Background: an optimization exercise with open tools, aiming at small area. Do not read the settings as production practice. The RTL was checked by simulation tests, not by an equivalence proof against the original design. Power figures rest on the tool's default switching activity, not on a simulated workload.

==> flow/design.v <==
module cnt_decimal_0_30 (
    input  wire        clk,
    input  wire        rst,          
    input  wire        key_s2,       
    output wire [7:0]  cnt_out       
);
localparam [19:0] TERM = 20'b01111000101011110100;
localparam [19:0] PRE2 = 20'b01111100010101111010;
reg [19:0] div;
wire       tick = (div == TERM);
always @(posedge clk or posedge rst) begin
    if (rst) div <= PRE2;
    else     div <= {div[18:0], div[19] ^ div[2] ^ tick};
end
reg run_flag;
reg prev_key_s2;
always @(posedge clk or posedge rst) begin
    if (rst)
        run_flag <= 1'b1;
    else if (key_s2 & ~prev_key_s2)
        run_flag <= ~run_flag;
end
always @(posedge clk) prev_key_s2 <= key_s2;
reg [1:0] tens;
reg [3:0] ones;
assign cnt_out = {2'b00, tens, ones};
function [4:0] bcd_inc;
    input [3:0] q;
    input       en;
    reg         e0;
    begin
        e0 = en & q[0];
        bcd_inc[0] = q[0] ^ en;
        bcd_inc[1] = q[1] ^ (e0 & ~q[3]);
        bcd_inc[2] = q[2] ^ (e0 & q[1]);
        bcd_inc[3] = q[3] ^ (e0 & (q[3] | (q[1] & q[2])));
        bcd_inc[4] = e0 & q[3];
    end
endfunction
wire       step   = tick & run_flag;
wire       wrap   = step & tens[1] & tens[0];
wire [4:0] ones_n = bcd_inc(ones, step & ~wrap);
always @(posedge clk or posedge rst) begin
    if (rst) begin
        tens <= 2'd0;
        ones <= 4'd0;
    end else begin
        tens <= {tens[1] ^ ((ones_n[4] & tens[0]) | wrap), tens[0] ^ (ones_n[4] | wrap)};
        ones <= ones_n[3:0];
    end
end
endmodule
module cnt_s3_no_debounce (
    input  wire        clk,
    input  wire        rst,          
    input  wire        inc,          
    output reg [7:0]   cnt_out       
);
function [4:0] bcd_inc;
    input [3:0] q;
    input       en;
    reg         e0;
    begin
        e0 = en & q[0];
        bcd_inc[0] = q[0] ^ en;
        bcd_inc[1] = q[1] ^ (e0 & ~q[3]);
        bcd_inc[2] = q[2] ^ (e0 & q[1]);
        bcd_inc[3] = q[3] ^ (e0 & (q[3] | (q[1] & q[2])));
        bcd_inc[4] = e0 & q[3];
    end
endfunction
wire [4:0] ones_n = bcd_inc(cnt_out[3:0], inc);
wire [4:0] tens_n = bcd_inc(cnt_out[7:4], ones_n[4]);
always @(posedge clk or posedge rst) begin
    if (rst) cnt_out <= 8'h00;
    else     cnt_out <= {tens_n[3:0], ones_n[3:0]};
end
endmodule
module cnt_s3_with_debounce (
    input  wire        clk,
    input  wire        rst,          
    input  wire        inc,          
    output reg [7:0]   cnt_out       
);
function [4:0] bcd_inc;
    input [3:0] q;
    input       en;
    reg         e0;
    begin
        e0 = en & q[0];
        bcd_inc[0] = q[0] ^ en;
        bcd_inc[1] = q[1] ^ (e0 & ~q[3]);
        bcd_inc[2] = q[2] ^ (e0 & q[1]);
        bcd_inc[3] = q[3] ^ (e0 & (q[3] | (q[1] & q[2])));
        bcd_inc[4] = e0 & q[3];
    end
endfunction
wire [4:0] ones_n = bcd_inc(cnt_out[3:0], inc);
wire [4:0] tens_n = bcd_inc(cnt_out[7:4], ones_n[4]);
always @(posedge clk or posedge rst) begin
    if (rst) cnt_out <= 8'h00;
    else     cnt_out <= {tens_n[3:0], ones_n[3:0]};
end
endmodule
module key_debounce_15ms (
    input  wire        clk,
    input  wire        rst,          
    input  wire        key_in,       
    output reg         key_out,
    output reg         rise_pulse,
    output wire        raw_rise
);
localparam [20:0] START = 21'b011000101000111001100;
reg [3:0]  sync_key;
localparam [20:0] MASK = 21'h155555;
reg [20:0] cnt_s;
wire [20:0] cnt = cnt_s ^ MASK;
reg        prev_key_out;
wire differ = sync_key[3] ^ key_out;
wire at_max = &cnt[20:1];
assign raw_rise = sync_key[0] & ~sync_key[1];
always @(posedge clk or posedge rst) begin
    if (rst) begin
        sync_key     <= 4'd0;
        key_out      <= 1'b0;
        rise_pulse   <= 1'b0;
    end else begin
        sync_key     <= {sync_key[2:0], key_in};
        if (at_max)
            key_out  <= sync_key[3];
        rise_pulse   <= key_out & ~prev_key_out;
    end
end
always @(posedge clk) begin
    cnt_s        <= (differ ? {cnt[19:0], (cnt[20] ^ cnt[1]) | at_max} : START) ^ MASK;
    prev_key_out <= key_out;
end
endmodule
module led_ctrl_unit (
    input  wire        clk,
    input  wire        rst,          
    input  wire        display_en,   
    input  wire [31:0] display,      
    output wire [7:0]  led_en,       
    output wire [7:0]  led_cx        
);
localparam [17:0] TERM = 18'b000010111111010001;
localparam [17:0] INIT = 18'b110000111000111001;
reg [17:0] div;
wire       step = (div == TERM);
always @(posedge clk or posedge rst) begin
    if (rst) div <= INIT;
    else     div <= {div[16:0], div[17] ^ div[6] ^ step};
end
reg [2:0] bit_cnt;
always @(posedge clk or posedge rst) begin
    if (rst)       bit_cnt <= 3'd0;
    else         bit_cnt <= bit_cnt ^ {step & bit_cnt[1] & bit_cnt[0], step & bit_cnt[0], step};
end
reg rst_q;
reg en_q;
always @(posedge clk or posedge rst) begin
    if (rst) rst_q <= 1'b1;
    else     rst_q <= 1'b0;
end
always @(posedge clk) en_q <= display_en;
function [7:0] seg_table;
    input [3:0] d;
    begin
        case (d)
            4'd0: seg_table = 8'h03;
            4'd1: seg_table = 8'h9F;
            4'd2: seg_table = 8'h25;
            4'd3: seg_table = 8'h0D;
            4'd4: seg_table = 8'h99;
            4'd5: seg_table = 8'h49;
            4'd6: seg_table = 8'h41;
            4'd7: seg_table = 8'h1F;
            4'd8: seg_table = 8'h01;
            4'd9: seg_table = 8'h09;
            default: seg_table = 8'hFF;
        endcase
    end
endfunction
wire [7:0] sel = 8'h01 << bit_cnt;
reg  [3:0] digit;
integer i;
always @(*) begin
    digit = 4'd0;
    for (i = 0; i < 8; i = i + 1)
        digit = digit | ({4{sel[i]}} & display[4*i +: 4]);
end
assign led_en = rst_q ? 8'h00 : (en_q ? ~sel : 8'hFF);
assign led_cx = rst_q ? 8'hFD : (en_q ? seg_table(digit) : 8'hFF);
endmodule
module top_led_controller (
    input  wire        clk,          
    input  wire        rst,          
    input  wire        key_s2,       
    input  wire        key_s3,       
    input  wire        sw0,          
    output wire [7:0]  led_en,       
    output wire [7:0]  led_cx        
);
parameter STUDENT_ID_TEN = 4'h5;
parameter STUDENT_ID_ONE = 4'h0;
wire [7:0]  cnt_s3_no_deb_out;
wire [7:0]  cnt_s3_deb_out;
wire [7:0]  cnt_dec_0_30_out;
wire        key_s3_deb_rise;
wire        key_s3_raw_rise;
wire        key_s2_deb_out;
wire [31:0] display = {
    STUDENT_ID_TEN, STUDENT_ID_ONE,
    cnt_s3_no_deb_out, cnt_s3_deb_out, cnt_dec_0_30_out
};
led_ctrl_unit u_led_ctrl_unit (
    .clk(clk), .rst(rst), .display_en(sw0), .display(display),
    .led_en(led_en), .led_cx(led_cx)
);
key_debounce_15ms u_key_debounce_15ms_for_key_3 (
    .clk(clk), .rst(rst), .key_in(key_s3),
    .key_out(), .rise_pulse(key_s3_deb_rise), .raw_rise(key_s3_raw_rise)
);
key_debounce_15ms u_key_debounce_15ms_for_key_2 (
    .clk(clk), .rst(rst), .key_in(key_s2),
    .key_out(key_s2_deb_out), .rise_pulse(), .raw_rise()
);
cnt_s3_no_debounce u_cnt_s3_no_debounce (
    .clk(clk), .rst(rst), .inc(key_s3_raw_rise), .cnt_out(cnt_s3_no_deb_out)
);
cnt_s3_with_debounce u_cnt_s3_with_debounce (
    .clk(clk), .rst(rst), .inc(key_s3_deb_rise), .cnt_out(cnt_s3_deb_out)
);
cnt_decimal_0_30 u_cnt_decimal_0_30 (
    .clk(clk), .rst(rst), .key_s2(key_s2_deb_out), .cnt_out(cnt_dec_0_30_out)
);
endmodule
Settings: LEC_CHECK=0, CAP_MARGIN=20, CORE_MARGIN=2, CORE_UTILIZATION=75, PLACE_DENSITY=0.85, SLEW_MARGIN=20; clock period 10.0 ns.
standard.sh (not shown) runs the stock make flow with config.mk's settings and CLKGATE_MAP_FILE= SYNTH_SCRIPT=/design/flow/synth_recipe.tcl, a recipe that flattens the netlist after the stock synthesis.
==> flow/flow/run.sh <==
#!/bin/bash
set -euo pipefail
bash standard.sh \
  "BUFFER_PORTS_ARGS=-buffer_cell sky130_fd_sc_hd__buf_1" \
  "CTS_ARGS=-sink_clustering_enable -repair_clock_nets -buf_list sky130_fd_sc_hd__clkbuf_4 -dont_use_dummy_load" \
  finish > standard.log 2>&1
==> next run, changes <==
--- a/flow/design.v
+++ b/flow/design.v
@@ -161,40 +161,26 @@
 reg en_q;
 always @(posedge clk or posedge rst) begin
     if (rst) rst_q <= 1'b1;
     else     rst_q <= 1'b0;
 end
 always @(posedge clk) en_q <= display_en;
-function [7:0] seg_table;
-    input [3:0] d;
-    begin
-        case (d)
-            4'd0: seg_table = 8'h03;
-            4'd1: seg_table = 8'h9F;
-            4'd2: seg_table = 8'h25;
-            4'd3: seg_table = 8'h0D;
-            4'd4: seg_table = 8'h99;
-            4'd5: seg_table = 8'h49;
-            4'd6: seg_table = 8'h41;
-            4'd7: seg_table = 8'h1F;
-            4'd8: seg_table = 8'h01;
-            4'd9: seg_table = 8'h09;
-            default: seg_table = 8'hFF;
-        endcase
-    end
-endfunction
+wire [3:0] digit;
+wire [7:0] seg;
+assign seg[0] = 1'b1;
+assign seg[1] = (~digit[3] & ~digit[2] & ~digit[1]) | (digit[2] & digit[1] & digit[0]);
+assign seg[2] = (~digit[2] & digit[1]) | (digit[1] & digit[0]) | (~digit[3] & ~digit[2] & digit[0]);
+assign seg[3] = (digit[2] & ~digit[1]) | (digit[0]);
+assign seg[4] = (digit[2] & ~digit[1] & ~digit[0]) | (digit[2] & digit[1] & digit[0]) | (~digit[3] & ~digit[2] & ~digit[1] & digit[0]);
+assign seg[5] = (~digit[2] & digit[1] & ~digit[0]);
+assign seg[6] = (digit[2] & digit[1] & ~digit[0]) | (digit[2] & ~digit[1] & digit[0]);
+assign seg[7] = (digit[2] & ~digit[1] & ~digit[0]) | (~digit[3] & ~digit[2] & ~digit[1] & digit[0]);
 wire [7:0] sel = 8'h01 << bit_cnt;
-reg  [3:0] digit;
-integer i;
-always @(*) begin
-    digit = 4'd0;
-    for (i = 0; i < 8; i = i + 1)
-        digit = digit | ({4{sel[i]}} & display[4*i +: 4]);
-end
+assign digit = display[{bit_cnt, 2'b00} +: 4];
 assign led_en = rst_q ? 8'h00 : (en_q ? ~sel : 8'hFF);
-assign led_cx = rst_q ? 8'hFD : (en_q ? seg_table(digit) : 8'hFF);
+assign led_cx = rst_q ? 8'hFD : (en_q ? seg : 8'hFF);
 endmodule
 module top_led_controller (
     input  wire        clk,          
     input  wire        rst,          
     input  wire        key_s2,       
     input  wire        key_s3,       
Effect:
- The new run completed without violations
- sequential power is about the same
- total power goes down by 0.59%
- via count goes down by 2.4%
- design area goes down by 3.1%
- setup slack gets better by 0.27 ns
- synthesized area goes down by 3.4%
- die area goes down by 3.2%
- global-route usage goes up by 1.6 points
- worst hold slack gets worse by 0.0086 ns
- non-clock buffer count does not change
- clock power stays flat
- count of clock-buffer cells in the layout does not change
- synthesized cell count goes down by 3.6%
- first-iteration DRC count goes down by 8.3%

## re-timing with driven ports
In the flow no input, the clock included, has a driving cell. The finished layouts below were timed again as built, in two steps. Step 1: set_driving_cell puts a clkbuf_16 on clk and a buf_2 on each other input, an assumption about the parent block. Step 2 adds t to the input delays and takes it off the output delays; t is the mean of the earliest and latest rising clock arrival at the registers after step 1. Input paths then give back, and output paths get back, about the clock's delay inside the block. Slacks: no drivers / after step 1 / after step 2; pairs: no drivers / after step 1.
run | t (ns) | slack for setup (ns) | worst hold slack (ns) | worst setup path after step 2 | cell pins on the clock port's net
the first run | 0.498 | 5.101 / 5.072 / 5.570 | 0.354 / 0.354 / 0.354 | register to output | 1
the second run | 0.504 | 5.373 / 5.346 / 5.850 | 0.345 / 0.345 / 0.345 | register to output | 1
After both steps setup and hold are still met in every run listed.
